From an optimization exercise on the open Yosys and OpenROAD flow, aimed at small area, a short achievable clock period and few clock cycles; shortcuts taken in it are not production practice. Only simulation tests tie the RTL to the original design; equivalence was not proved. Power and IR drop assume default switching activity.

--- design/flow/flow/run.sh ---
#!/bin/bash
# The standard layout (standard.sh, unchanged synthesis), with two
# settings added to its config.mk:
#  - timing repair aims at a setup slack margin of 8 ns, so that paths that
#    already meet the clock are still sized and buffered for speed;
#  - ports are buffered with buf_4 cells.
# Each tool's output stays in the ORFS logs under orfs/logs; this script's own
# run log is standard_run.log.
cp config.mk config_mk_orig.log
cat >> config.mk <<'EOC'
export SETUP_SLACK_MARGIN = 8
export BUFFER_PORTS_ARGS = -buffer_cell sky130_fd_sc_hd__buf_4
EOC
bash standard.sh finish > standard_run.log 2>&1
--- design/flow/standard.sh ---
#!/bin/bash
# synth_recipe.tcl (not shown) runs the flow's synth.tcl, then flattens the netlist and writes it again
# the make line also repeats each setting of config.mk as NAME=value (left out here)
make -C /OpenROAD-flow-scripts/flow DESIGN_CONFIG=/design/flow/config.mk WORK_HOME=/design/flow/orfs CLKGATE_MAP_FILE= SYNTH_SCRIPT=/design/flow/synth_recipe.tcl "${@:-finish}"
--- design/flow/config.mk ---
export PLATFORM = sky130hd
export DESIGN_NAME = felis_core
export DESIGN_NICKNAME = felis_core
export VERILOG_FILES = /design/flow/design.v
export SDC_FILE = /design/flow/constraint.sdc
export NUM_CORES = 4
export LEC_CHECK = 0
export CAP_MARGIN = 20
export CORE_MARGIN = 2
export CORE_UTILIZATION = 40
export CTS_CLUSTER_DIAMETER = 100
export CTS_CLUSTER_SIZE = 20
export PLACE_DENSITY = 0.6
export SLEW_MARGIN = 20
export SETUP_SLACK_MARGIN = 8
export BUFFER_PORTS_ARGS = -buffer_cell sky130_fd_sc_hd__buf_4
--- design/flow/constraint.sdc ---
create_clock -name core_clock -period 14.0 [get_ports {clk}]
set_input_delay 2.8000 -clock core_clock [delete_from_list [all_inputs] [get_ports {clk}]]
set_output_delay 2.8000 -clock core_clock [all_outputs]
set_load 0.01 [all_outputs]
--- design/flow/design.v ---
`timescale 1ns / 100ps
module Divider(
	input logic clk,
	input logic start,
	input logic[31:0] a,
	input logic[31:0] b,
	output logic[31:0] q,
	output logic done
	);
	logic[5:0] cnt;
	logic neg;
	logic[31:0] d, r, qq;
	logic[32:0] r_sub;
	logic[32:0] r_cmp;
	logic skip;
	always_comb begin
		r_sub = {r, qq[31]} - {1'b0, d};
		r_cmp = {1'b0, r[23:0], qq[31:24]} - {1'b0, d};
		skip = (cnt >= 8) && (r[31:24] == 0) && r_cmp[32];
		done = (cnt == 0);
		q = neg ? -qq : qq;
	end
	always_ff @(posedge clk) begin
		if(start) begin
			neg <= a[31] ^ b[31];
			d <= b[31] ? -b : b;
			qq <= a[31] ? -a : a;
			r <= 0;
			cnt <= 32;
		end else if(cnt != 0) begin
			if(skip) begin
				r <= {r[23:0], qq[31:24]};
				qq <= {qq[23:0], 8'd0};
				cnt <= cnt - 8;
			end else begin
				cnt <= cnt - 1;
				if(!r_sub[32]) begin
					r <= r_sub[31:0];
					qq <= {qq[30:0], 1'b1};
				end else begin
					r <= {r[30:0], qq[31]};
					qq <= {qq[30:0], 1'b0};
				end
			end
		end
	end
endmodule
`timescale 1ns / 100ps
module CsaLevel #(parameter int N = 32, parameter int M = (N / 3) * 2 + N % 3) (
	input logic[N*32-1:0] x,
	output logic[M*32-1:0] y
	);
	genvar g;
	generate
		for(g = 0; g < N / 3; g = g + 1) begin: Group
			logic[31:0] r0, r1, r2;
			always_comb begin
				r0 = x[(3*g)*32 +: 32];
				r1 = x[(3*g+1)*32 +: 32];
				r2 = x[(3*g+2)*32 +: 32];
				y[(2*g)*32 +: 32] = r0 ^ r1 ^ r2;
				y[(2*g+1)*32 +: 32] = {((r0[30:0] & r1[30:0]) | (r0[30:0] & r2[30:0]) | (r1[30:0] & r2[30:0])), 1'b0};
			end
		end
		for(g = 0; g < N % 3; g = g + 1) begin: Rest
			always_comb y[((N/3)*2+g)*32 +: 32] = x[((N/3)*3+g)*32 +: 32];
		end
	endgenerate
endmodule
module Multiplier(
	input logic clk,
	input logic[31:0] a,
	input logic[31:0] b,
	output logic[31:0] y
	);
	logic[17*32-1:0] pp;
	logic[12*32-1:0] l1;
	logic[8*32-1:0] l2;
	logic[6*32-1:0] l3;
	logic[4*32-1:0] l4;
	logic[3*32-1:0] l5;
	logic[2*32-1:0] l6;
	logic[31:0] s_q, c_q;
	always_comb begin
		logic b2, b1, b0, one, two, neg;
		logic[31:0] row, corr;
		corr = 0;
		for(int j = 0; j < 16; j++) begin
			b2 = b[2*j+1];
			b1 = b[2*j];
			b0 = (j == 0) ? 1'b0 : b[2*j-1];
			one = b1 ^ b0;
			two = (b2 & !b1 & !b0) | (!b2 & b1 & b0);
			neg = b2 & !(b1 & b0);
			row = 0;
			for(int i = 0; i < 32; i++)
				if(i + 2*j < 32)
					row[i + 2*j] = ((one & a[i]) | (two & ((i > 0) ? a[(i > 0) ? i - 1 : 0] : 1'b0))) ^ neg;
			corr[2*j] = neg;
			pp[j*32 +: 32] = row;
		end
		pp[16*32 +: 32] = corr;
	end
	CsaLevel #(.N(17)) c1(.x(pp), .y(l1));
	CsaLevel #(.N(12)) c2(.x(l1), .y(l2));
	CsaLevel #(.N(8)) c3(.x(l2), .y(l3));
	CsaLevel #(.N(6)) c4(.x(l3), .y(l4));
	CsaLevel #(.N(4)) c5(.x(l4), .y(l5));
	CsaLevel #(.N(3)) c6(.x(l5), .y(l6));
	always_ff @(posedge clk) begin
		s_q <= l6[31:0];
		c_q <= l6[63:32];
	end
	always_comb y = s_q + c_q;
endmodule
`timescale 1ns / 100ps
module felis_core(
	input logic clk,
	input logic reset,
	output logic[31:0] inst_mem_out_addr,
	output logic inst_mem_out_valid,
	input logic[31:0] inst_mem_out_data,
	input logic inst_mem_out_ready,
	output logic[31:0] main_mem_in_addr,
	output logic[31:0] main_mem_in_data,
	output logic main_mem_in_valid,
	input logic main_mem_in_ready,
	output logic[31:0] main_mem_out_addr,
	output logic main_mem_out_valid,
	input logic[31:0] main_mem_out_data,
	input logic main_mem_out_ready,
	output logic[7:0] uart_in_data,
	output logic uart_in_valid,
	input logic uart_in_ready,
	output logic uart_out_valid,
	input logic[7:0] uart_out_data,
	input logic uart_out_ready,
	output logic halted
	);
	logic f_pend;             
	logic[31:2] fpc;          
	logic f_drop;             
	logic ir_valid;
	logic[31:0] ir;
	logic[31:2] ir_pc4, ir_bt;
	logic ir_pt;              
	logic e_valid, e_ph2, waitA, waitB;
	logic[5:0] e_op;
	logic[15:0] e_imm;
	logic[25:0] e_a26;
	logic[4:0] e_sh, e_rd;
	logic[31:2] e_pc4, e_bt;
	logic e_pt;
	logic[31:0] opA, opB;
	logic e_load, e_store, e_swo, e_in, e_out, e_mul, e_div, e_halt, e_late;
	logic e_br, e_jr;
	logic e_sub, e_sll, e_sra;
	logic e_r_add, e_r_opb, e_r_sh, e_r_link, e_r_abs, e_r_neg, e_r_log;
	logic e_l_and, e_l_xor, e_l_nor, e_l_opb;
	logic e_wg, e_wf;
	logic[4:0] e_dst;
	logic rd_pend, wr_pend;
	logic[31:0] maq, wdq;
	logic ld_live, ld_g, ld_f;
	logic[4:0] ld_dst;
	logic lb_v, lb_g, lb_f;
	logic[4:0] lb_dst;
	logic[31:0] lb;
	logic[32*32-1:0] gr;      
	logic[32*32-1:0] fr;
	logic[5:0] c_op;
	logic c_arrive, c_capture, c_bwd, c_j, c_halt;
	logic[31:2] c_bt, c_pc4, c_npc;
	logic redirect;
	logic[31:2] r_target;
	logic issue;
	always_comb begin
		c_op = inst_mem_out_data[31:26];
		c_arrive = f_pend && inst_mem_out_ready;
		c_bwd = (c_op >= 32 && c_op <= 38) && (inst_mem_out_data[15] ||
			(c_op == 32 && inst_mem_out_data[25:21] == inst_mem_out_data[20:16]));
		c_j = (c_op == 39 || c_op == 40);
		c_halt = (c_op == 5);
		c_pc4 = fpc + 30'd1;
		c_bt = fpc + {{14{inst_mem_out_data[15]}}, inst_mem_out_data[15:0]};
		if(c_j)
			c_npc = {fpc[31:28], inst_mem_out_data[25:0]};
		else if(c_bwd)
			c_npc = c_bt;
		else
			c_npc = c_pc4;
		c_capture = c_arrive && !f_drop && !redirect && (!ir_valid || issue);
	end
	logic[5:0] i_op;
	logic[4:0] i_rs, i_rt, i_rd;
	logic i_fsrc, i_load, i_store, i_swo, i_in, i_out, i_mul, i_div, i_br, i_jr, i_halt;
	logic i_wg, i_wf, i_useA, i_useB;
	logic[4:0] i_dst;
	always_comb begin
		i_op = ir[31:26];
		i_rs = ir[25:21];
		i_rt = ir[20:16];
		i_rd = ir[15:11];
		i_fsrc = (i_op == 50 || i_op == 51 || i_op == 53 || i_op == 54 || i_op == 55 || i_op == 62);
		i_load = (i_op == 28 || i_op == 29 || i_op == 48 || i_op == 49);
		i_store = (i_op == 30 || i_op == 31 || i_op == 50 || i_op == 51);
		i_swo = (i_op == 31 || i_op == 51);
		i_in = (i_op == 6);
		i_out = (i_op == 7);
		i_mul = (i_op == 13 || i_op == 15);
		i_div = (i_op == 12 || i_op == 14);
		i_br = (i_op >= 32 && i_op <= 38);
		i_jr = (i_op == 41 || i_op == 42);
		i_halt = (i_op == 5);
		i_useA = !(i_op == 4 || i_op == 5 || i_op == 6 || i_op == 11 || i_op == 39 || i_op == 40);
		case(i_op)
			8, 10, 12, 13, 20, 22, 24, 26, 29, 49, 30, 31, 50, 51, 32: i_useB = 1;
			default: i_useB = 0;
		endcase
		case(i_op)
			9, 11, 14, 15, 21, 23, 25, 28, 42, 53, 48, 52, 54, 55, 62: i_dst = i_rt;
			37, 38, 40: i_dst = 5'd31;
			default: i_dst = i_rd;
		endcase
		case(i_op)
			6, 8, 9, 10, 11, 12, 13, 14, 15, 16, 17, 18, 20, 21, 22, 23, 24, 25, 26,
			28, 29, 37, 38, 40, 42, 53: i_wg = (i_dst != 0);
			default: i_wg = 0;
		endcase
		case(i_op)
			48, 49, 52, 54, 55, 62: i_wf = 1;
			default: i_wf = 0;
		endcase
	end
	logic swo_p1;
	logic[4:0] rb_addr;
	logic[31:0] sel_a, sel_b;
	logic[31:0] ra_g, ra_f, ra, rb_g;
	always_comb begin
		rb_addr = swo_p1 ? e_rd : i_rt;
		sel_a = 32'd1 << i_rs;
		sel_b = 32'd1 << rb_addr;
		ra_g = 0;
		ra_f = 0;
		rb_g = 0;
		for(int k = 0; k < 32; k++) begin
			ra_g = ra_g | (gr[k*32 +: 32] & {32{sel_a[k]}});
			ra_f = ra_f | (fr[k*32 +: 32] & {32{sel_a[k]}});
			rb_g = rb_g | (gr[k*32 +: 32] & {32{sel_b[k]}});
		end
		ra = i_fsrc ? ra_f : ra_g;
	end
	logic e_go, e_complete, e_wreq, e_wblock, wE, use_lb;
	logic mem_free, rd_arrive;
	logic[31:0] e_simm;
	logic[31:0] add_x, add_y, add_res;
	logic add_c;
	logic cond;
	logic[31:0] logic_b, logic_res, sh_res, sh_x;
	logic[32:0] sh_t;
	logic[31:0] alu_res, late_data, e_wdata, mul_res, div_res, md_b;
	logic div_done;
	always_comb begin
		e_simm = {{16{e_imm[15]}}, e_imm};
		e_go = e_valid && !waitA && !waitB;
		swo_p1 = e_valid && e_swo && !e_ph2;
		rd_arrive = rd_pend && main_mem_out_ready;
		mem_free = (!rd_pend || main_mem_out_ready) && (!wr_pend || main_mem_in_ready);
		add_x = e_store ? opB : opA;
		add_c = e_sub;
		if(e_store)
			add_y = e_swo ? {e_pc4, e_bt[3:2]} : e_simm;
		else
			add_y = e_sub ? ~opB : opB;
		add_res = add_x + add_y + {31'd0, add_c};
		logic_b = e_l_opb ? opB : 32'd0;
		if(e_l_and)
			logic_res = opA & logic_b;
		else if(e_l_xor)
			logic_res = opA ^ logic_b;
		else if(e_l_nor)
			logic_res = ~(opA | logic_b);
		else
			logic_res = opA | logic_b;
		for(int i = 0; i < 32; i++) sh_x[i] = e_sll ? opA[31 - i] : opA[i];
		sh_t = $signed({e_sra & opA[31], sh_x}) >>> e_sh;
		for(int i = 0; i < 32; i++) sh_res[i] = e_sll ? sh_t[31 - i] : sh_t[i];
		alu_res = ({32{e_r_add}} & add_res) | ({32{e_r_opb}} & opB) | ({32{e_r_sh}} & sh_res) |
			({32{e_r_link}} & {e_pc4, 2'b00}) | ({32{e_r_abs}} & {1'b0, opA[30:0]}) |
			({32{e_r_neg}} & {~opA[31], opA[30:0]}) | ({32{e_r_log}} & logic_res);
		if(e_in)
			late_data = {24'd0, uart_out_data};
		else if(e_mul)
			late_data = mul_res;
		else
			late_data = div_res;
		e_wdata = e_late ? late_data : alu_res;
		case(e_op)
			32: cond = (opA == opB);
			33, 37: cond = !opA[31];
			34: cond = !opA[31] && (opA[30:0] != 0);
			35: cond = opA[31] || (opA[30:0] == 0);
			default: cond = opA[31];
		endcase
		if(e_in)
			e_wreq = e_valid && uart_out_ready;
		else if(e_mul)
			e_wreq = e_go && e_ph2;
		else if(e_div)
			e_wreq = e_go && e_ph2 && div_done;
		else
			e_wreq = e_go;
		e_wreq = e_wreq && (e_wg || e_wf) && !e_load;
		use_lb = lb_v && (!e_wreq || rd_arrive);
		e_wblock = e_wreq && use_lb;
		wE = e_wreq && !use_lb;
		if(e_load || (e_store && !e_swo))
			e_complete = e_go && mem_free;
		else if(e_swo)
			e_complete = e_go && e_ph2 && mem_free;
		else if(e_in)
			e_complete = e_valid && uart_out_ready;
		else if(e_out)
			e_complete = e_valid && uart_in_ready;
		else if(e_mul)
			e_complete = e_go && e_ph2 && !e_wblock;
		else if(e_div)
			e_complete = e_go && e_ph2 && div_done && !e_wblock;
		else if(e_halt)
			e_complete = e_valid && !rd_pend && !wr_pend && !lb_v;
		else
			e_complete = e_go && !e_wblock;
		redirect = e_complete && ((e_br && (cond != e_pt)) || e_jr);
		if(e_jr)
			r_target = opA[31:2];
		else
			r_target = cond ? e_bt : e_pc4;
		inst_mem_out_valid = f_pend;
		inst_mem_out_addr = {fpc, 2'b00};
		main_mem_out_valid = rd_pend;
		main_mem_out_addr = maq;
		main_mem_in_valid = wr_pend;
		main_mem_in_addr = maq;
		main_mem_in_data = wdq;
		uart_in_data = opA[7:0];
	end
	always_comb md_b = opB;
	Multiplier multiplier(.clk(clk), .a(opA), .b(md_b), .y(mul_res));
	Divider divider(.clk(clk), .start(e_go && e_div && !e_ph2), .a(opA), .b(md_b),
		.q(div_res), .done(div_done));
	logic w_gh, w_gl, w_f;
	logic[4:0] w_dst;
	logic[31:0] w_data, w_val;
	always_comb begin
		if(use_lb) begin
			w_data = lb;
			w_dst = lb_dst;
			w_gh = lb_g;
			w_gl = lb_g;
			w_f = lb_f;
		end else begin
			w_data = e_wdata;
			w_dst = e_dst;
			w_gh = wE && e_wg && !e_in;
			w_gl = wE && e_wg;
			w_f = wE && e_wf;
		end
		w_val = reset ? 32'd0 : w_data;
	end
	logic e_post_ld;
	logic mA_E, mA_Eh, mA_L, mA_B, mA_P, mB_E, mB_Eh, mB_L, mB_B, mB_P;
	logic[31:0] fwdA, fwdB, opB_in;
	always_comb begin
		issue = ir_valid && !redirect && (!e_valid || e_complete);
		e_post_ld = e_complete && e_load;
		mA_E = wE && (e_dst == i_rs) && (i_fsrc ? e_wf : e_wg);
		mA_Eh = mA_E && !e_in;
		mB_E = wE && (e_dst == i_rt) && e_wg;
		mB_Eh = mB_E && !e_in;
		mA_L = rd_arrive && ld_live && (ld_dst == i_rs) && (i_fsrc ? ld_f : ld_g);
		mB_L = rd_arrive && ld_live && (ld_dst == i_rt) && ld_g;
		mA_B = lb_v && (lb_dst == i_rs) && (i_fsrc ? lb_f : lb_g);
		mB_B = lb_v && (lb_dst == i_rt) && lb_g;
		mA_P = ((rd_pend && !main_mem_out_ready && ld_live && (ld_dst == i_rs) && (i_fsrc ? ld_f : ld_g)) ||
			(e_post_ld && (e_dst == i_rs) && (i_fsrc ? e_wf : e_wg))) && !mA_E;
		mB_P = ((rd_pend && !main_mem_out_ready && ld_live && (ld_dst == i_rt) && ld_g) ||
			(e_post_ld && (e_dst == i_rt) && e_wg)) && !mB_E;
		fwdA[31:8] = mA_Eh ? e_wdata[31:8] : mA_L ? main_mem_out_data[31:8] : mA_B ? lb[31:8] : ra[31:8];
		fwdA[7:0] = mA_E ? e_wdata[7:0] : mA_L ? main_mem_out_data[7:0] : mA_B ? lb[7:0] : ra[7:0];
		fwdB[31:8] = mB_Eh ? e_wdata[31:8] : mB_L ? main_mem_out_data[31:8] : mB_B ? lb[31:8] : rb_g[31:8];
		fwdB[7:0] = mB_E ? e_wdata[7:0] : mB_L ? main_mem_out_data[7:0] : mB_B ? lb[7:0] : rb_g[7:0];
		case(i_op)
			9, 14, 15, 28, 48: opB_in = {{16{ir[15]}}, ir[15:0]};
			21, 23, 25: opB_in = {16'd0, ir[15:0]};
			11: opB_in = {ir[15:0], 16'd0};
			default: opB_in = fwdB;
		endcase
	end
	logic e_valid_d, e_out_d, e_in_d, waitA_d, rd_pend_d, lb_v_d;
	always_comb begin
		e_valid_d = issue || (e_valid && !e_complete);
		e_out_d = issue ? i_out : e_out;
		e_in_d = issue ? i_in : e_in;
		if(issue)
			waitA_d = mA_P && i_useA;
		else
			waitA_d = waitA && !rd_arrive;
		if(e_complete && (e_load || e_store))
			rd_pend_d = e_load;
		else
			rd_pend_d = rd_pend && !main_mem_out_ready;
		if(rd_arrive && ld_live && !(wE && (e_dst == ld_dst) && (e_wf ? ld_f : ld_g)))
			lb_v_d = 1;
		else if(use_lb)
			lb_v_d = 0;
		else if(wE && lb_v && (e_dst == lb_dst) && (e_wf ? lb_f : lb_g))
			lb_v_d = 0;
		else
			lb_v_d = lb_v;
	end
	always_ff @(posedge clk) begin
		if(reset) begin
			f_pend <= 1;
			fpc <= 0;
			f_drop <= 0;
			ir_valid <= 0;
			e_valid <= 0;
			rd_pend <= 0;
			wr_pend <= 0;
			ld_live <= 0;
			lb_v <= 0;
			halted <= 0;
			uart_in_valid <= 0;
			uart_out_valid <= 0;
		end else begin
			uart_in_valid <= e_valid_d && e_out_d && !waitA_d;
			uart_out_valid <= e_valid_d && e_in_d && !rd_pend_d && !lb_v_d;
			if(c_arrive && f_drop) begin
				f_drop <= 0;
				fpc <= r_target;
			end else if(redirect) begin
				if(f_pend && !c_arrive) begin
					f_drop <= 1;
				end else begin
					f_pend <= 1;
					fpc <= r_target;
				end
			end else if(c_capture) begin
				f_pend <= !c_halt;
				fpc <= c_npc;
			end
			if(redirect)
				ir_valid <= 0;
			else if(c_capture)
				ir_valid <= 1;
			else if(issue)
				ir_valid <= 0;
			if(issue)
				e_valid <= 1;
			else if(e_complete)
				e_valid <= 0;
			if(e_complete && e_halt)
				halted <= 1;
			if(e_complete && (e_load || e_store)) begin
				rd_pend <= e_load;
				wr_pend <= e_store;
				ld_live <= e_load && (e_wg || e_wf);
				ld_g <= e_wg;
				ld_f <= e_wf;
				ld_dst <= e_dst;
			end else begin
				if(main_mem_out_ready)
					rd_pend <= 0;
				if(main_mem_in_ready)
					wr_pend <= 0;
				if(wE && ld_live && (e_dst == ld_dst) && (e_wf ? ld_f : ld_g))
					ld_live <= 0;
			end
			if(rd_arrive && ld_live && !(wE && (e_dst == ld_dst) && (e_wf ? ld_f : ld_g))) begin
				lb_v <= 1;
				lb_g <= ld_g;
				lb_f <= ld_f;
				lb_dst <= ld_dst;
			end else if(use_lb)
				lb_v <= 0;
			else if(wE && lb_v && (e_dst == lb_dst) && (e_wf ? lb_f : lb_g))
				lb_v <= 0;
		end
	end
	always_ff @(posedge clk) begin
		if(c_capture) begin
			ir <= inst_mem_out_data;
			ir_pc4 <= c_pc4;
			ir_bt <= c_bt;
			ir_pt <= c_bwd;
		end
		if(rd_arrive)
			lb <= main_mem_out_data;
		if(e_complete && (e_load || e_store)) begin
			maq <= add_res;
			wdq <= opA;
		end
		if(issue) begin
			e_op <= i_op;
			e_imm <= ir[15:0];
			e_a26 <= ir[25:0];
			e_sh <= ir[10:6];
			e_rd <= i_rd;
			e_pc4 <= ir_pc4;
			e_bt <= ir_bt;
			e_pt <= ir_pt;
			opA <= fwdA;
			opB <= opB_in;
			waitA <= mA_P && i_useA;
			waitB <= mB_P && i_useB;
			e_ph2 <= 0;
			e_load <= i_load;
			e_store <= i_store;
			e_swo <= i_swo;
			e_in <= i_in;
			e_out <= i_out;
			e_mul <= i_mul;
			e_div <= i_div;
			e_halt <= i_halt;
			e_late <= i_in || i_mul || i_div;
			e_br <= i_br;
			e_jr <= i_jr;
			e_sub <= (i_op == 10);
			e_sll <= (i_op == 16);
			e_sra <= (i_op == 17);
			e_r_add <= (i_op == 8 || i_op == 9 || i_op == 10);
			e_r_opb <= (i_op == 11);
			e_r_sh <= (i_op == 16 || i_op == 17 || i_op == 18);
			e_r_link <= (i_op == 37 || i_op == 38 || i_op == 40 || i_op == 42);
			e_r_abs <= (i_op == 54);
			e_r_neg <= (i_op == 55);
			e_r_log <= !(i_op == 8 || i_op == 9 || i_op == 10 || i_op == 11 || i_op == 16 || i_op == 17 ||
				i_op == 18 || i_op == 37 || i_op == 38 || i_op == 40 || i_op == 42 || i_op == 54 || i_op == 55);
			e_l_and <= (i_op == 20 || i_op == 21);
			e_l_xor <= (i_op == 24 || i_op == 25);
			e_l_nor <= (i_op == 26);
			e_l_opb <= (i_op >= 20 && i_op <= 26);
			e_wg <= i_wg;
			e_wf <= i_wf;
			e_dst <= i_dst;
		end else begin
			if(waitA && rd_arrive) begin
				opA <= main_mem_out_data;
				waitA <= 0;
			end
			if(waitB && rd_arrive) begin
				opB <= main_mem_out_data;
				waitB <= 0;
			end
			if(e_go && (e_mul || e_div))
				e_ph2 <= 1;
			if(swo_p1 && e_go && !rd_pend && !lb_v) begin
				e_ph2 <= 1;
				e_pc4 <= rb_g[31:2];
				e_bt[3:2] <= rb_g[1:0];
			end
		end
	end
	always_comb gr[31:0] = 0;
	genvar gk;
	generate
		for(gk = 1; gk < 32; gk = gk + 1) begin: GenRegs
			always_ff @(posedge clk) begin
				if(reset || (w_gh && w_dst == gk))
					gr[gk*32+8 +: 24] <= w_val[31:8];
				if(reset || (w_gl && w_dst == gk))
					gr[gk*32 +: 8] <= w_val[7:0];
			end
		end
		for(gk = 0; gk < 32; gk = gk + 1) begin: FpRegs
			always_ff @(posedge clk) begin
				if(reset || (w_f && w_dst == gk))
					fr[gk*32 +: 32] <= w_val;
			end
		end
	endgenerate
endmodule
==> flow_summary.ini, run 1 <==
[outcome]
status = timing/DRC/antenna clean

[place]
port_buffers = 218
dp_hpwl_mm = 432.8
gp_congestion = 1.069

[power]
p_sw_share_pct = 38.66
p_clk_share_pct = 18.8
power_frac_comb_pct = 39.6
p_leak_nw = 53.97
seq_power_share_pct = 41.7
power_density_mw_per_mm2 = 181.7
power.switching_w = 0.01038
vdd_drop_max_mv = 0.2821
p_int_w = 0.01646
power_w = 0.02684

[route]
via_per_inst = 7.104
routed_wl_mm = 688.9
drc = 0
num_vias = 110123
ant_nets = 0
drtIter0Drc = 18241
first_pass_iters = 12
drt-wirelength-per-cell_microns = 44.44

[die]
initial_core_util_pct = 40.19
die_area_sq_mm = 0.3399
core_sq_mm = 0.3337
io_pins = 221
core.rowCount = 212
die_y_microns = 583.0
die_x_microns = 583.0

[clock_network]
htree_levels = 4
cts-hold-fix-buffers = 0
cts_buffer_depth = 4
clock_latency_ns = 0.95
cts_root_buf = clkbuf_16
numCtsBuffers = 162
clkTransAtPathRegs_ns = 0.10
cts_tree = done
cts_sinks = 2605

[setup_path]
rr_worst_depth = 12
startpoint_type = register
arrival_ns = 6.95
cp_max_fo = 21
required_ns = 14.74
critPathCaptureType = register
critical_path_class = reg -> reg

[timing]
tightest_slew_ns = 1.355
hold_viol_final = 0
min_period_ns = 6.203
tns_ns = 0
rsz0062_at_grt = true
fin_crit_sh_pct = 44.31
setup_viol = 0
slew-limit-headroom_pct = 9.262
fmax_ghz = 0.1612
maxSlewViolCount = 0
finClkSkew_ns = 0.1096

[cells_and_area]
reg_top3 = fr x1024, gr x992
largest_reg_flops = 1024
top_register = fr
multi_input_area_sq_mm = 0.05344
seq_area_sq_mm = 0.07680
syn_to_final_growth_pct = 10.13
fillers = 30473
layout.nets = 11601
drive_gt1_share_pct = 11.30

[global_routing]
grt.total_usage_pct = 39.34
grt_pass1_wl_mm = 913.2
grt-ovfl-total = 0
antenna_found_initial = 64
grt_max_degree = 98
grt_pass1_vias = 103063

[logic_synthesis]
synth.area.top_cells = edfxtp_1 (55%), a22oi_1 (8.1%), ha_1 (3.0%)
netlist_area_sq_mm = 0.1341
synthFlopType = edfxtp_1
seq_area_frac_synth_pct = 57.27
synth_top_area_share_pct = 55.15
yosys_warnings = 9
ys_types = 101
syn_area_per_cell_sq_um = 12.14
yosys_register_bits = 2605
synthCells = 11044
async_flop_share_pct = 0
synth_edf_count = 2463
yosys.area.top_type = edfxtp_1

[hold_path]
min_path_cells = 0
hold_class = reg -> reg

[run]
maxCapViolations = 0
## cells in the mapped netlist (68+ instances only)
library cell,count
xnor2_1,464
and3_1,226
edfxtp_1,2463
nand4_1,164
buf_1,153
nor2b_1,69
clkbuf_1,637
nand3_1,278
a31oi_1,79
o21ai_0,292
o211ai_1,100
xor2_1,192
a221oi_1,120
fa_1,203
nor2_1,622
a221o_1,77
inv_1,402
nor3_1,108
mux2i_1,145
ha_1,325
a22oi_1,1442
dfxtp_1,142
a21oi_1,303
a222oi_1,68
a21o_1,111
a2111oi_0,72
nand2_1,771
## final cells by class
type / instances / area share, %
diodes: 65 / 0.1101
clock buffers: 184 / 2.843
clock inverters: 35 / 0.3448
inverters: 422 / 1.089
multi-input cells: 7137 / 36.18
flip-flops and latches: 2605 / 52.00
well taps: 4387 / 3.716
repair buffers: 666 / 3.712
## what timing repair did
action | CTS | global route
setup endpoints to repair | 1874 | 2313
resized for setup | 35 | 66
setup buffers | 7 | 11
endpoints found under the hold margin | 0 | 0
## final timing paths
kind / from / endpoint / slack [ns]
worst min-delay path: ir_bt[28] / e_bt[28] / 0.42
worst max-delay path: ir[23] / opA[10] / 7.80
worst max register to register: ir[23] / opA[10] / 7.80
worst min register to register: ir_bt[28] / e_bt[28] / 0.42
## worst max-delay path, cell delays in order, from the launching register on
cell      delay, ns
edfxtp_1       0.87
nand3b_1       0.56
nor2_4         0.81
buf_4          0.63
buf_4          0.60
a22oi_1        0.18
nand3_1        0.15
or4_1          0.14
nor2_1         0.19
a31oi_1        1.04
o21ai_0        0.37
a22oi_1        0.24
o22a_1         0.17
## metrics by stage
| step | utilization (%) | instances | hold WS [ns] | instance area [sq um] | setup slack [ns] |
|---|---|---|---|---|---|
| floorplan | - | 11045 | 0.4003 | 134600 | 6.661 |
| global placement | 42.60 | 15192 | 0.4017 | 142200 | 6.512 |
| detailed placement | 42.63 | 15196 | 0.4054 | 142300 | 6.854 |
| CTS | 44.09 | 15422 | 0.4262 | 147100 | 7.911 |
| global route | 44.22 | 15450 | 0.4358 | 147600 | 7.981 |
| finish | 44.26 | 15501 | 0.4229 | 147700 | 7.797 |
## power groups by stage
stage               Combinational, W  Sequential [W]  Clock (W)
detailed placement            0.0103          0.0113          0
global placement              0.0102          0.0113          0
finish                        0.0106          0.0112    0.00503
global route                  0.0117          0.0113    0.00528
floorplan                    0.00648          0.0109          0
CTS                           0.0105          0.0111    0.00503
## cell usage in the layout (no fill, tap or decap), types with 203 or more instances in the layout
master,instances
inv_1,401
nor2_1,574
buf_4,598
edfxtp_1,2463
a22oi_1,1442
xnor2_1,460
nand2_1,768
fa_1,203
ha_1,324
o21ai_0,279
nand3_1,277
and3_1,226
a21oi_1,279
## cells by family after synthesis
family / share of synthesized area, %
compound gates: 16.94
fa+ha+maj: 6.062
mux: 2.193
buf+inv: 3.846
xor+xnor: 4.284
other cells: 0.002796
simple gates: 9.400
flops: 57.27
## layer usage
metal | global-route usage [%] | vias up | share of wire [%]
li1 | - | 42484 | -
met1 | 47.47 | 55528 | 35
met2 | 59.59 | 9434 | 44
met3 | 10.82 | 2649 | 12
met4 | 30.69 | 28 | 9.6
met5 | 0 | - | 0.028
Testbench counts, summed over its fixed seeds: cycles 111,589.
==> run 2: changes to the inputs <==
--- a/design/flow/design.v
+++ b/design/flow/design.v
@@ -1,46 +1,55 @@
 `timescale 1ns / 100ps
 module Divider(
 	input logic clk,
+	input logic reset,
 	input logic start,
+	input logic run,
 	input logic[31:0] a,
 	input logic[31:0] b,
+	output logic upd,
+	output logic[31:0] a_nx,
+	output logic[31:0] b_nx,
 	output logic[31:0] q,
 	output logic done
 	);
 	logic[5:0] cnt;
 	logic neg;
-	logic[31:0] d, r, qq;
+	logic[31:0] r;
 	logic[32:0] r_sub;
 	logic[32:0] r_cmp;
 	logic skip;
 	always_comb begin
-		r_sub = {r, qq[31]} - {1'b0, d};
-		r_cmp = {1'b0, r[23:0], qq[31:24]} - {1'b0, d};
+		r_sub = {r, a[31]} - {1'b0, b};
+		r_cmp = {1'b0, r[23:0], a[31:24]} - {1'b0, b};
 		skip = (cnt >= 8) && (r[31:24] == 0) && r_cmp[32];
 		done = (cnt == 0);
-		q = neg ? -qq : qq;
+		q = neg ? -a : a;
+		upd = start || (run && cnt != 0);
+		if(start) begin
+			a_nx = a[31] ? -a : a;
+			b_nx = b[31] ? -b : b;
+		end else begin
+			a_nx = skip ? {a[23:0], 8'd0} : {a[30:0], !r_sub[32]};
+			b_nx = b;
+		end
 	end
 	always_ff @(posedge clk) begin
-		if(start) begin
+		if(reset) begin
+			cnt <= 0;
+		end else if(start) begin
 			neg <= a[31] ^ b[31];
-			d <= b[31] ? -b : b;
-			qq <= a[31] ? -a : a;
 			r <= 0;
 			cnt <= 32;
-		end else if(cnt != 0) begin
+		end else if(run && cnt != 0) begin
 			if(skip) begin
-				r <= {r[23:0], qq[31:24]};
-				qq <= {qq[23:0], 8'd0};
+				r <= {r[23:0], a[31:24]};
 				cnt <= cnt - 8;
 			end else begin
 				cnt <= cnt - 1;
-				if(!r_sub[32]) begin
+				if(!r_sub[32])
 					r <= r_sub[31:0];
-					qq <= {qq[30:0], 1'b1};
-				end else begin
-					r <= {r[30:0], qq[31]};
-					qq <= {qq[30:0], 1'b0};
-				end
+				else
+					r <= {r[30:0], a[31]};
 			end
 		end
 	end
@@ -68,10 +77,10 @@
 	endgenerate
 endmodule
 module Multiplier(
-	input logic clk,
 	input logic[31:0] a,
 	input logic[31:0] b,
-	output logic[31:0] y
+	output logic[31:0] s,
+	output logic[31:0] c
 	);
 	logic[17*32-1:0] pp;
 	logic[12*32-1:0] l1;
@@ -80,7 +89,6 @@
 	logic[4*32-1:0] l4;
 	logic[3*32-1:0] l5;
 	logic[2*32-1:0] l6;
-	logic[31:0] s_q, c_q;
 	always_comb begin
 		logic b2, b1, b0, one, two, neg;
 		logic[31:0] row, corr;
@@ -107,11 +115,10 @@
 	CsaLevel #(.N(6)) c4(.x(l3), .y(l4));
 	CsaLevel #(.N(4)) c5(.x(l4), .y(l5));
 	CsaLevel #(.N(3)) c6(.x(l5), .y(l6));
-	always_ff @(posedge clk) begin
-		s_q <= l6[31:0];
-		c_q <= l6[63:32];
+	always_comb begin
+		s = l6[31:0];
+		c = l6[63:32];
 	end
-	always_comb y = s_q + c_q;
 endmodule
 `timescale 1ns / 100ps
 module felis_core(
@@ -258,8 +265,8 @@
 	logic cond;
 	logic[31:0] logic_b, logic_res, sh_res, sh_x;
 	logic[32:0] sh_t;
-	logic[31:0] alu_res, late_data, e_wdata, mul_res, div_res, md_b;
-	logic div_done;
+	logic[31:0] alu_res, late_data, e_wdata, mul_s, mul_c, div_res, div_a, div_b;
+	logic div_done, div_upd, mul_e1;
 	always_comb begin
 		e_simm = {{16{e_imm[15]}}, e_imm};
 		e_go = e_valid && !waitA && !waitB;
@@ -290,8 +297,6 @@
 			({32{e_r_neg}} & {~opA[31], opA[30:0]}) | ({32{e_r_log}} & logic_res);
 		if(e_in)
 			late_data = {24'd0, uart_out_data};
-		else if(e_mul)
-			late_data = mul_res;
 		else
 			late_data = div_res;
 		e_wdata = e_late ? late_data : alu_res;
@@ -344,10 +349,11 @@
 		main_mem_in_data = wdq;
 		uart_in_data = opA[7:0];
 	end
-	always_comb md_b = opB;
-	Multiplier multiplier(.clk(clk), .a(opA), .b(md_b), .y(mul_res));
-	Divider divider(.clk(clk), .start(e_go && e_div && !e_ph2), .a(opA), .b(md_b),
-		.q(div_res), .done(div_done));
+	always_comb mul_e1 = e_go && e_mul && !e_ph2;
+	Multiplier multiplier(.a(opA), .b(opB), .s(mul_s), .c(mul_c));
+	Divider divider(.clk(clk), .reset(reset), .start(e_go && e_div && !e_ph2),
+		.run(e_valid && e_div && e_ph2), .a(opA), .b(opB), .upd(div_upd),
+		.a_nx(div_a), .b_nx(div_b), .q(div_res), .done(div_done));
 	logic w_gh, w_gl, w_f;
 	logic[4:0] w_dst;
 	logic[31:0] w_data, w_val;
@@ -522,19 +528,19 @@
 			e_mul <= i_mul;
 			e_div <= i_div;
 			e_halt <= i_halt;
-			e_late <= i_in || i_mul || i_div;
+			e_late <= i_in || i_div;
 			e_br <= i_br;
 			e_jr <= i_jr;
 			e_sub <= (i_op == 10);
 			e_sll <= (i_op == 16);
 			e_sra <= (i_op == 17);
-			e_r_add <= (i_op == 8 || i_op == 9 || i_op == 10);
+			e_r_add <= (i_op == 8 || i_op == 9 || i_op == 10 || i_mul);
 			e_r_opb <= (i_op == 11);
 			e_r_sh <= (i_op == 16 || i_op == 17 || i_op == 18);
 			e_r_link <= (i_op == 37 || i_op == 38 || i_op == 40 || i_op == 42);
 			e_r_abs <= (i_op == 54);
 			e_r_neg <= (i_op == 55);
-			e_r_log <= !(i_op == 8 || i_op == 9 || i_op == 10 || i_op == 11 || i_op == 16 || i_op == 17 ||
+			e_r_log <= !(i_op == 8 || i_op == 9 || i_op == 10 || i_op == 11 || i_op == 16 || i_op == 17 || i_mul ||
 				i_op == 18 || i_op == 37 || i_op == 38 || i_op == 40 || i_op == 42 || i_op == 54 || i_op == 55);
 			e_l_and <= (i_op == 20 || i_op == 21);
 			e_l_xor <= (i_op == 24 || i_op == 25);
@@ -547,11 +553,17 @@
 			if(waitA && rd_arrive) begin
 				opA <= main_mem_out_data;
 				waitA <= 0;
-			end
+			end else if(mul_e1)
+				opA <= mul_s;
+			else if(div_upd)
+				opA <= div_a;
 			if(waitB && rd_arrive) begin
 				opB <= main_mem_out_data;
 				waitB <= 0;
-			end
+			end else if(mul_e1)
+				opB <= mul_c;
+			else if(div_upd)
+				opB <= div_b;
 			if(e_go && (e_mul || e_div))
 				e_ph2 <= 1;
 			if(swo_p1 && e_go && !rd_pend && !lb_v) begin
--- a/design/flow/config.mk
+++ b/design/flow/config.mk
@@ -5,12 +5,12 @@
 export SDC_FILE = /design/flow/constraint.sdc
 export NUM_CORES = 4
 export LEC_CHECK = 0
-export CAP_MARGIN = 20
+export CAP_MARGIN = 35
 export CORE_MARGIN = 2
 export CORE_UTILIZATION = 40
 export CTS_CLUSTER_DIAMETER = 100
 export CTS_CLUSTER_SIZE = 20
 export PLACE_DENSITY = 0.6
-export SLEW_MARGIN = 20
+export SLEW_MARGIN = 35
 export SETUP_SLACK_MARGIN = 8
 export BUFFER_PORTS_ARGS = -buffer_cell sky130_fd_sc_hd__buf_4
==> run 2 against run 1 <==
Compared with the run above:
- still clean on timing, DRC and antenna
- sequential cell count fell by 123
- global-route usage rose by 0.49 points
- sequential power fell by 13%
- clock skew fell by 0.033 ns
- utilization rose by 1.4 points
- register-to-register slack got worse by 0.099 ns
==> flow_summary.ini, run 2 <==
[place]
pre_cts_slack_ns = 6.456
gp_congestion = 1.069
port_buffers = 218
dp_hpwl_mm = 430.2

[timing]
setup_viol = 0
setup_ws_ns = 7.698
rsz0062_at_grt = true
finClkSkew_ns = 0.07637
maxSlewViolCount = 0
slew-limit-headroom_pct = 24.79
min_period_ns = 6.302
fmax_ghz = 0.1587
fin_crit_sh_pct = 45.01
tightest_slew_ns = 1.121
tns_ns = 0
hold_viol_final = 0

[cells_and_area]
layout.nets = 11291
syn_to_final_growth_pct = 13.48
final_cell_mix = edfxtp_1 (2,431), a22oi_1 (1,224), buf_4 (724)
top_register = fr
drive_gt1_share_pct = 15.62
largest_reg_flops = 1024
fillers = 28885
final_common_cell = edfxtp_1
final_util_pct = 45.68
reg_top3 = fr x1024, gr x992

[logic_synthesis]
synthFlopType = edfxtp_1
syn_area_per_cell_sq_um = 12.28
yosys_warnings = 9
synth_edf_count = 2431
synthCells = 10531
netlist_area_sq_mm = 0.1294
synth.area.top_cells = edfxtp_1 (56%), a22oi_1 (7.2%), fa_1 (3.1%)
async_flop_share_pct = 0
synthTopCellsByCount = edfxtp_1 (2,431), a22oi_1 (1,244), nand2_1 (649), clkbuf_1 (636), nor2_1 (522)
yosys.area.top_type = edfxtp_1
synth.most_common_cell = edfxtp_1
seq_area_frac_synth_pct = 57.22
ys_types = 94
synth_top_area_share_pct = 56.43
yosys_register_bits = 2482

[clock_network]
htree_levels = 4
clkTransAtPathRegs_ns = 0.09
cts_buffer_depth = 4
cts_sinks = 2482
clock_latency_ns = 0.94
numCtsBuffers = 158
cts-hold-fix-buffers = 0
cts_tree = done
cts_root_buf = clkbuf_16

[outcome]
status = timing/DRC/antenna clean

[setup_path]
critPathCaptureType = register
cp_max_fo = 63
critical_path_class = reg -> reg
arrival_ns = 6.92
startpoint_type = register
rr_worst_depth = 17
required_ns = 14.62

[route]
drt-wirelength-per-cell_microns = 44.86
drc = 0
wl_met3_mm = 103.1
route.met2.wl_mm = 276.8
ant_nets = 0
num_vias = 108533
via_per_inst = 7.178
drtIter0Drc = 20295
first_pass_iters = 12
wl_met1_mm = 241.3
routed_wl_mm = 678.2
routed.top_layer = met5

[die]
die_y_microns = 572.7
core_sq_mm = 0.3214
core.rowCount = 208
initial_core_util_pct = 40.25
io_pins = 221
die_area_sq_mm = 0.3280
die_x_microns = 572.7

[global_routing]
grt-ovfl-total = 0
grt_pass1_wl_mm = 896.5
grt.total_usage_pct = 39.83
grt_pass1_vias = 99874
antenna_found_initial = 78
grt_max_degree = 80

[power]
p_leak_nw = 52.68
power_w = 0.03478
vdd_drop_max_mv = 1.124
power_density_mw_per_mm2 = 236.9

[run]
maxCapViolations = 0

[hold_path]
min_path_cells = 0
hold_class = reg -> reg
==> run 2: report_power, final <==
group	switching, W	internal, W
clock network	0.00269	0.00218
registers	0.000460	0.00923
logic	0.0123	0.00793
==> run 2: kinds of logic after synthesis <==
family / share of synthesized area (%)
XOR/XNOR: 4.346
AND/OR/NAND/NOR: 8.569
buffers and inverters: 3.788
adder cells (fa/ha/maj): 6.023
flip-flops: 57.22
other: 0.002899
multiplexers: 2.917
AO/OA/AOI/OAI: 17.14
==> run 2: what timing repair did <==
| item | 4_1_cts | 5_1_grt |
|---|---|---|
| pin swaps | 34 | 93 |
| setup endpoints to repair | 2052 | 2202 |
| gates resized for setup | 221 | 213 |
| gates cloned | 7 | 5 |
| buffers inserted | 134 | 72 |
==> run 2: critical path: stages, from the launching register on <==
cell and delay [ns]:
edfxtp_1 0.58, buf_6 0.23, buf_8 0.19, buf_4 0.36, inv_1 0.19, o21ai_0 0.27
ha_1 0.37, and4_1 0.32, and3_1 0.24, a211oi_1 0.22, a21boi_0 0.49, a31oi_1 0.19
xor2_1 0.65, a221oi_1 0.26, nor2_1 0.53, nand2_1 0.20, a21oi_4 0.22, buf_6 0.43
==> run 2: final timing paths <==
kind / slack, ns / startpoint / endpoint
setup / recovery: 7.70 / opA[21] / fr[311]
hold / removal: 0.40 / ir_bt[9] / e_bt[9]
setup reg to reg: 7.70 / opA[21] / fr[311]
hold reg to reg: 0.40 / ir_bt[9] / e_bt[9]
==> run 2: per-layer routing <==
metal  vias to the layer above  track usage [%]
met2                     10361            56.27
met5                         -          0.04355
met4                        34            25.55
met1                     54322            50.54
met3                      2539            15.78
li1                      41277                -
==> run 2: final cells by class <==
type	count	area, sq um	area share, %
sequential	2482	74020	50.42
multi-input combinational	6813	53230	36.26
timing repair buffer	887	7901	5.382
tap	4305	5386	3.669
clock buffer	181	4156	2.831
inverter	368	1578	1.075
clock inverter	30	397.9	0.2710
antenna	53	132.6	0.09034
timing repair inverter	1	6.256	0.004261
==> run 2: per-stage QoR <==
step	cell area [sq um]	hold slack, ns	cells
after floorplan	130000	0.4003	10532
after global placement	137700	0.4036	14618
after detailed placement	138300	0.4108	14632
after CTS	145000	0.4035	14984
after global routing	146700	0.4092	15075
final	146800	0.4019	15120
Testbench counts of run 2, summed over its fixed seeds: cycles 111,589.
==> run 3: changes to the inputs <==
--- a/design/flow/design.v
+++ b/design/flow/design.v
@@ -147,6 +147,7 @@
 	logic f_pend;             
 	logic[31:2] fpc;          
 	logic f_drop;             
+	logic[31:2] f_redir;      
 	logic ir_valid;
 	logic[31:0] ir;
 	logic[31:2] ir_pc4, ir_bt;
@@ -196,6 +197,7 @@
 			c_npc = c_bt;
 		else
 			c_npc = c_pc4;
+		c_take = c_arrive && (!ir_valid || !e_valid || e_complete);
 		c_capture = c_arrive && !f_drop && !redirect && (!ir_valid || issue);
 	end
 	logic[5:0] i_op;
@@ -373,11 +375,12 @@
 		end
 		w_val = reset ? 32'd0 : w_data;
 	end
-	logic e_post_ld;
+	logic e_post_ld, e_take, c_take;
 	logic mA_E, mA_Eh, mA_L, mA_B, mA_P, mB_E, mB_Eh, mB_L, mB_B, mB_P;
 	logic[31:0] fwdA, fwdB, opB_in;
 	always_comb begin
-		issue = ir_valid && !redirect && (!e_valid || e_complete);
+		e_take = ir_valid && (!e_valid || e_complete);
+		issue = e_take && !redirect;
 		e_post_ld = e_complete && e_load;
 		mA_E = wE && (e_dst == i_rs) && (i_fsrc ? e_wf : e_wg);
 		mA_Eh = mA_E && !e_in;
@@ -443,10 +446,11 @@
 			uart_out_valid <= e_valid_d && e_in_d && !rd_pend_d && !lb_v_d;
 			if(c_arrive && f_drop) begin
 				f_drop <= 0;
-				fpc <= r_target;
+				fpc <= f_redir;
 			end else if(redirect) begin
 				if(f_pend && !c_arrive) begin
 					f_drop <= 1;
+					f_redir <= r_target;
 				end else begin
 					f_pend <= 1;
 					fpc <= r_target;
@@ -494,7 +498,7 @@
 		end
 	end
 	always_ff @(posedge clk) begin
-		if(c_capture) begin
+		if(c_take) begin
 			ir <= inst_mem_out_data;
 			ir_pc4 <= c_pc4;
 			ir_bt <= c_bt;
@@ -506,7 +510,7 @@
 			maq <= add_res;
 			wdq <= opA;
 		end
-		if(issue) begin
+		if(e_take) begin
 			e_op <= i_op;
 			e_imm <= ir[15:0];
 			e_a26 <= ir[25:0];
==> design/flow/flow/run.sh (replaced) <==
#!/bin/bash
# The standard layout (standard.sh, unchanged synthesis), with settings
# added to its config.mk:
#  - timing repair aims at a setup slack margin of 8.5 ns, so that paths that
#    already meet the clock are still sized and buffered for speed;
#  - the pre-placement repair is replaced by removing synthesis buffers
#    (REMOVE_ABC_BUFFERS), as it does not converge with such a margin;
#  - ports are buffered with buf_4 cells.
# Each tool's output stays in the ORFS logs under orfs/logs; this script's own
# run log is standard_run.log.
cp config.mk config_mk_orig.log
cat >> config.mk <<'EOC'
export SETUP_SLACK_MARGIN = 8.5
export REMOVE_ABC_BUFFERS = 1
export BUFFER_PORTS_ARGS = -buffer_cell sky130_fd_sc_hd__buf_4
EOC
bash standard.sh finish > standard_run.log 2>&1
--- a/design/flow/config.mk
+++ b/design/flow/config.mk
@@ -12,5 +12,6 @@
 export CTS_CLUSTER_SIZE = 20
 export PLACE_DENSITY = 0.6
 export SLEW_MARGIN = 35
-export SETUP_SLACK_MARGIN = 8
+export SETUP_SLACK_MARGIN = 8.5
+export REMOVE_ABC_BUFFERS = 1
 export BUFFER_PORTS_ARGS = -buffer_cell sky130_fd_sc_hd__buf_4
==> run 3 against run 2 <==
Compared with the run above:
- still clean
- cell count up 1.3%
- sequential share of layout area down 0.19 points
- sequential cell count up 30
- largest power group unchanged
==> flow_summary.ini, run 3 <==
[outcome]
status = timing/DRC/antenna clean

[logic_synthesis]
synth-compound-area-share_pct = 16.79
syn_area_per_cell_sq_um = 12.21
synth_edf_count = 2463
yosys_register_bits = 2512
synthTopCellsByCount = edfxtp_1 (2,463), a22oi_1 (1,369), nand2_1 (761), clkbuf_1 (625), nor2_1 (520)
synth_mux_area_share_pct = 3.029
synthFlopType = edfxtp_1
synth_top_family_by_area = compound AO/OA/AOI/OAI gates
yosys_warnings = 9
synth.most_common_cell = edfxtp_1
ys_types = 108
async_flop_share_pct = 0
synth_adder_area_share_pct = 5.945
yosys.area.top_type = edfxtp_1
netlist_area_sq_mm = 0.1311
synth.area.top_cells = edfxtp_1 (56%), a22oi_1 (7.8%), fa_1 (3.1%)
synth_top_area_share_pct = 56.43
seq_area_frac_synth_pct = 57.18
yosys.area_share.simple_pct = 8.982
yosys.area_share.xor_xnor_pct = 4.236
synthCells = 10736

[place]
dp_cells = 14824
port_buffers = 218
dp_hpwl_mm = 402.3
placed_cell_area_sq_mm = 0.1392
gp_congestion = 1.049

[setup_path]
rr_worst_depth = 21
arrival_ns = 6.59
critical_path_class = reg -> reg
cp_max_fo = 5
startpoint_type = register
critPathCaptureType = register
required_ns = 14.62

[cells_and_area]
top_register = fr
syn_to_final_growth_pct = 13.83
final_cell_mix = edfxtp_1 (2,463), a22oi_1 (1,319), nand2_1 (722)
drive_gt1_share_pct = 16.61
largest_reg_flops = 1024
final_common_cell = edfxtp_1
reg_top3 = fr x1024, gr x992
final_util_pct = 45.68
layout.nets = 11477
stdcell_area_sq_mm = 0.1492
instances_no_fill = 15314

[global_routing]
antenna_found_initial = 48
grt_max_degree = 81
grt_pass1_vias = 101862
grt.total_usage_pct = 37.48
grt-ovfl-total = 0
grt_pass1_wl_mm = 863.2

[timing]
maxSlewViolCount = 0
fin_crit_sh_pct = 42.65
tightest_slew_ns = 1.108
slew-limit-headroom_pct = 26.10
tns_ns = 0
whs_ns = 0.4082
setup_viol = 0
hold_viol_final = 0
finClkSkew_ns = 0.1271
fmax_ghz = 0.1675
rsz0062_at_grt = true
min_period_ns = 5.971

[clock_network]
cts_root_buf = clkbuf_16
clock_latency_ns = 0.93
cts_buffer_depth = 4
numCtsBuffers = 158
htree_levels = 4
cts-hold-fix-buffers = 0
cts_tree = done
clkTransAtPathRegs_ns = 0.09
cts_sinks = 2512

[run]
maxCapViolations = 0

[power]
power_frac_comb_pct = 59.3
p_sw_share_pct = 45.32
power_density_mw_per_mm2 = 235.3
p_int_w = 0.01920
p_clk_share_pct = 13.4
p_leak_nw = 53.41
power.switching_w = 0.01591
seq_power_share_pct = 27.3
vdd_drop_max_mv = 1.413

[route]
drt-wirelength-per-cell_microns = 42.14
drc = 0
via_per_inst = 7.123
routed_wl_mm = 645.3
first_pass_iters = 10
ant_nets = 0
drtIter0Drc = 19575
num_vias = 109084

[hold_path]
min_path_cells = 0
hold_class = reg -> reg

[die]
initial_core_util_pct = 40.13
die_area_sq_mm = 0.3323
die_x_microns = 576.4
io_pins = 221
core_sq_mm = 0.3266
core.rowCount = 210
die_y_microns = 576.4
## run 3: changes by cell type after synthesis, moves of 32 or more
cell	before	now
a211oi_1	121	64
a21o_1	115	74
a22oi_1	1244	1369
a22o_1	130	78
edfxtp_1	2431	2463
nand2_1	649	761
## run 3: power groups by stage
stage          sequential, W  clock (W)  combinational, W
4_1_cts              0.00956    0.00471            0.0174
3_3_place_gp         0.00975          0            0.0154
2_1_floorplan        0.00969          0           0.00706
3_5_place_dp         0.00975          0            0.0154
5_1_grt              0.00962    0.00496            0.0213
6_report             0.00958    0.00472            0.0208
## run 3: cells by family after synthesis
group	Yosys count
AO/OA/AOI/OAI	3060
flip-flops	2512
AND/OR/NAND/NOR	2436
buffers and inverters	1263
XOR/XNOR	634
adder cells (fa/ha/maj)	501
multiplexers	329
other	1
## run 3: layout make-up
type / count / area (sq um)
Fill cell: 29276 / 177400
Multi-Input combinational cell: 6965 / 54440
Clock buffer: 180 / 4120
Sequential cell: 2512 / 74940
Tap cell: 4346 / 5438
Inverter: 368 / 1539
Clock inverter: 18 / 230.2
Antenna cell: 33 / 82.58
Timing Repair Buffer: 892 / 8418
## run 3: per-stage QoR
step                worst slack (ns)  power (W)
global route                   7.941    0.03587
finish                         8.029    0.03511
detailed placement             6.710    0.02520
CTS                            8.195    0.03171
global placement               6.773    0.02513
floorplan                      1.168    0.01675
## run 3: final timing paths
check | end | from | slack, ns
worst min register to register | e_bt[5] | ir_bt[5] | 0.41
worst max register to register | opA[31] | opB[24] | 8.03
worst min-delay path | e_bt[5] | ir_bt[5] | 0.41
worst max-delay path | opA[31] | opB[24] | 8.03
## run 3: timing repair
action,4_1_cts,5_1_grt
pin swaps,79,157
endpoints found under the setup margin,3503,2805
gates resized for setup,458,324
setup buffers,184,61
gates cloned,7,3
## run 3: critical path: stages (launching register included)
cell and delay [ns]:
edfxtp_1 0.54, buf_6 0.20, nand2b_4 0.15, o22ai_4 0.22, a22oi_2 0.11, xnor2_2 0.19
fa_1 0.52, inv_2 0.05, fa_2 0.61, fa_1 0.45, fa_1 0.55, inv_2 0.05
fa_2 0.37, xnor2_2 0.15, xnor2_1 0.21, xnor2_1 0.17, xnor2_1 0.17, xnor2_1 0.14
xnor2_2 0.46, o221ai_2 0.18, mux2i_1 0.15, a21oi_1 0.07
## run 3: routing by layer
| metal | global-route usage, % | vias to the layer above | share of wire, % |
|---|---|---|---|
| met5 | 0.4304 | - | 0.058 |
| met4 | 25.66 | 30 | 8.9 |
| met3 | 12.67 | 2806 | 14 |
| met2 | 55.73 | 10262 | 42 |
| met1 | 45.98 | 54168 | 34 |
| li1 | - | 41818 | - |
Testbench counts of run 3, summed over its fixed seeds: cycles 111,589.

## afterwards: timing with drivers on the ports
How much do the figures lean on ideal ports? The routed layouts below were timed once more, with nothing changed but the port constraints.
Step 1, drivers: a clkbuf_16 drives clk and a buf_2 each remaining input, both assumed.
Step 2 adds t to the input delays and takes it off the output delays; t is the mean of the earliest and latest rising clock arrival at the registers after step 1. Input paths then give back, and output paths get back, about the clock's delay inside the block.
a / b / c = ideal / step 1 / step 2; a / b = the first two.
run	t (ns)	setup WS [ns]	clock arrival spread, ns	cell pins on the clock port's net
run 1	1.015	7.797 / 7.797 / 7.138	0.110 / 0.110	1
run 2	1.008	7.698 / 7.698 / 7.048	0.079 / 0.080	1
run 3	0.972	8.029 / 8.029 / 7.462	0.129 / 0.129	1
After both steps every run listed still meets setup and hold. The setup slack of run 1, which loses most, moves by 0.000 ns with the drivers and by -0.659 ns with both steps.
